Context: an optimization exercise on an open-source flow, tuned for small area. The choices shown serve that exercise and are no tape-out recipe.

==> inputs of run a <==
==> flow/design.v (excerpt) <==
module QAM(clk, rst, en, Din, IFout);
input clk, rst, en;
input Din;
output reg signed [17:0] IFout;
reg ce2;           
reg sm_ctrl;       
reg swap;          
reg [1:0] spc;     
reg sm_i, sm_q;    
reg sync_i0, sync_q0, sync_i1, sync_q1;
reg [3:0] usi;     
reg [3:0] cnt;     
wire [8:0] v;      
assign v[0] = cnt > 4'd0;
assign v[1] = cnt > 4'd1;
assign v[2] = cnt > 4'd2;
assign v[3] = cnt > 4'd3;
assign v[4] = cnt > 4'd4;
assign v[5] = cnt > 4'd5;
assign v[6] = cnt > 4'd6;
assign v[7] = cnt > 4'd7;
assign v[8] = cnt > 4'd8;
reg [8:0] sym_i, sym_q;  
reg [1:0] mix_cnt;
reg [15:0] acc;    
wire en0 = en & ce2;
wire en1 = sm_ctrl & ce2;
wire en2 = usi[3];
wire load = en2 & (usi[1:0] == 2'd2);
wire [1:0] d = usi[1:0] + 2'd1;    
wire neg = ~mix_cnt[1];
wire [8:0] s = mix_cnt[0] ? sym_i : sym_q;
wire [8:0] x = s ^ {9{neg}};
reg [15:0] g0;
always @(*) begin
  case ({d, x[0], v[0]})
    4'd0: g0 = 16'd168;
    4'd1: g0 = 16'd0;
    4'd2: g0 = 16'd168;
    4'd3: g0 = 16'd336;
    4'd4: g0 = 16'd74;
    4'd5: g0 = 16'd0;
    4'd6: g0 = 16'd74;
    4'd7: g0 = 16'd148;
    4'd8: g0 = 16'd185;
    4'd9: g0 = 16'd370;
    4'd10: g0 = 16'd185;
    4'd11: g0 = 16'd0;
    4'd12: g0 = 16'd267;
    4'd13: g0 = 16'd534;
    4'd14: g0 = 16'd267;
    4'd15: g0 = 16'd0;
  endcase
end
reg [15:0] g1;
always @(*) begin
  case ({d, x[1], v[1]})
    4'd0: g1 = 16'd36;
    4'd1: g1 = 16'd72;
    4'd2: g1 = 16'd36;
    4'd3: g1 = 16'd0;
    4'd4: g1 = 16'd276;
    4'd5: g1 = 16'd0;
    4'd6: g1 = 16'd276;
    4'd7: g1 = 16'd552;
    4'd8: g1 = 16'd233;
    4'd9: g1 = 16'd0;
    4'd10: g1 = 16'd233;
    4'd11: g1 = 16'd466;
    4'd12: g1 = 16'd278;
    4'd13: g1 = 16'd556;
    4'd14: g1 = 16'd278;
    4'd15: g1 = 16'd0;
  endcase
end
reg [15:0] g2;
always @(*) begin
  case ({d, x[2], v[2]})
    4'd0: g2 = 16'd713;
    4'd1: g2 = 16'd1426;
    4'd2: g2 = 16'd713;
    4'd3: g2 = 16'd0;
    4'd4: g2 = 16'd238;
    4'd5: g2 = 16'd476;
    4'd6: g2 = 16'd238;
    4'd7: g2 = 16'd0;
    4'd8: g2 = 16'd1262;
    4'd9: g2 = 16'd0;
  ...
Settings: LEC_CHECK=0, ABC_AREA=1, CAP_MARGIN=20, CORE_MARGIN=2, CORE_UTILIZATION=40, SLEW_MARGIN=20; clock period 5.0 ns.
run.sh (not shown) runs the stock make flow with config.mk's settings and CLKGATE_MAP_FILE= SYNTH_SCRIPT=/design/flow/synth_recipe.tcl, a recipe that flattens the netlist after the stock synthesis.
==> run b: changes against run a <==
--- a/flow/design.v
+++ b/flow/design.v
@@ -411,42 +411,14 @@
 wire hs179 = fc152 ^ fs153;
 wire hc180 = fc152 & fs153;
 wire hs181 = fc154 ^ fs155;
 wire hc182 = fc154 & fs155;
 wire fs183 = fc156 ^ g4[15] ^ 1'b1;
-wire rs185 = fs127 ^ kt[0];
-wire rc186 = fs127 & kt[0];
-wire rs187 = fc128 ^ fs129 ^ rc186;
-wire rc188 = (fc128 & fs129) | (fc128 & rc186) | (fs129 & rc186);
-wire rs189 = fs157 ^ rc188;
-wire rc190 = fs157 & rc188;
-wire rs191 = fc158 ^ fs159 ^ rc190;
-wire rc192 = (fc158 & fs159) | (fc158 & rc190) | (fs159 & rc190);
-wire rs193 = fc160 ^ fs161 ^ rc192;
-wire rc194 = (fc160 & fs161) | (fc160 & rc192) | (fs161 & rc192);
-wire rs195 = fc162 ^ fs163 ^ rc194;
-wire rc196 = (fc162 & fs163) | (fc162 & rc194) | (fs163 & rc194);
-wire rs197 = fc164 ^ fs165 ^ rc196;
-wire rc198 = (fc164 & fs165) | (fc164 & rc196) | (fs165 & rc196);
-wire rs199 = fc166 ^ fs167 ^ rc198;
-wire rc200 = (fc166 & fs167) | (fc166 & rc198) | (fs167 & rc198);
-wire rs201 = fc168 ^ fs169 ^ rc200;
-wire rc202 = (fc168 & fs169) | (fc168 & rc200) | (fs169 & rc200);
-wire rs203 = fc170 ^ fs171 ^ rc202;
-wire rc204 = (fc170 & fs171) | (fc170 & rc202) | (fs171 & rc202);
-wire rs205 = fc172 ^ fs173 ^ rc204;
-wire rc206 = (fc172 & fs173) | (fc172 & rc204) | (fs173 & rc204);
-wire rs207 = fc174 ^ fs175 ^ rc206;
-wire rc208 = (fc174 & fs175) | (fc174 & rc206) | (fs175 & rc206);
-wire rs209 = fc176 ^ fs177 ^ rc208;
-wire rc210 = (fc176 & fs177) | (fc176 & rc208) | (fs177 & rc208);
-wire rs211 = fc178 ^ hs179 ^ rc210;
-wire rc212 = (fc178 & hs179) | (fc178 & rc210) | (hs179 & rc210);
-wire rs213 = hc180 ^ hs181 ^ rc212;
-wire rc214 = (hc180 & hs181) | (hc180 & rc212) | (hs181 & rc212);
-wire rs215 = hc182 ^ fs183 ^ rc214;
-wire [15:0] nxt = {rs215, rs213, rs211, rs209, rs207, rs205, rs203, rs201, rs199, rs197, rs195, rs193, rs191, rs189, rs187, rs185};
+wire [15:0] cpa_a = {hc182, hc180, fc178, fc176, fc174, fc172, fc170, fc168, fc166, fc164, fc162, fc160, fc158, fs157, fc128, fs127};
+wire [15:0] cpa_b = {fs183, hs181, hs179, fs177, fs175, fs173, fs171, fs169, fs167, fs165, fs163, fs161, fs159, 1'b0, fs129, kt[0]};
+wire [15:0] cpa_s = cpa_a + cpa_b;
+wire [15:0] nxt = {cpa_s[15], cpa_s[14], cpa_s[13], cpa_s[12], cpa_s[11], cpa_s[10], cpa_s[9], cpa_s[8], cpa_s[7], cpa_s[6], cpa_s[5], cpa_s[4], cpa_s[3], cpa_s[2], cpa_s[1], cpa_s[0]};
 always @(posedge clk or posedge rst) begin
 	if (rst) begin
 		ce2 <= 1'b0; sm_ctrl <= 1'b0; swap <= 1'b0; spc <= 2'd0;
 		sm_i <= 1'b0; sm_q <= 1'b0;
 		sync_i0 <= 1'b0; sync_q0 <= 1'b0; sync_i1 <= 1'b0; sync_q1 <= 1'b0;
==> comparison table <==
metric	run a	run b
Total length of routed wires	17200 µm	17400 µm
Tightest slew margin relative to the limit	0.511	0.367
Clk cell area share	0.0196	0.0198
Min cycle time layout	7.91 ns	4.90 ns
Fraction of the mapped netlist area in compound gates	0.0587	0.0798
Multi-input combinational cell count	496	590
Routing usage on met2	0.362	0.334
Top-area cell type share of the netlist area	0.304	0.244
Area of combinational cells with multiple inputs	4110 µm²	4760 µm²
Cell depth of the worst flop-to-flop path	39	23
Largest net degree at the start of global routing	56	39
Count of placed standard cells in the final layout, fillers left out	1095	1145
Synthesized area per cell	8.06 µm²	7.56 µm²
Sum Neg Setup Slack	-14.32 ns	0 ns
Outcome	failed layout checks	no timing/DRC/antenna violations
Reasons for failing layout checks	negative setup slack	-
Area share of and/or/nand/nor cells after synthesis	0.209	0.242
Routed met1 length	7390 µm	7820 µm
Buf/Inv on CP	12	8
Function was not checked in any run of this note: the RTL went through the layout flow alone.

[afterwards: timing with drivers on the ports]
The results above use ideal ports. As a check the final layouts listed here were re-extracted and re-timed, cells and wires unchanged.
Step 1: set_driving_cell puts a clkbuf_16 on clk and a buf_2 on each other input, an assumption about the parent block.
Step 2 adds t to the input delays and takes it off the output delays; t is the mean of the earliest and latest rising clock arrival at the registers after step 1. Input paths then give back, and output paths get back, about the clock's delay inside the block.
a / b / c = no drivers / after step 1 / after step 2; a / b = the first two.
run | t, ns | setup slack, ns | hold WS [ns] | latest minus earliest clock arrival (ns)
run a | 0.354 | -2.911 / -2.911 / -2.911 | 0.357 / 0.357 / 0.357 | 0.011 / 0.011
run b | 0.362 | 0.104 / 0.104 / 0.104 | 0.356 / 0.356 / 0.356 | 0.018 / 0.018
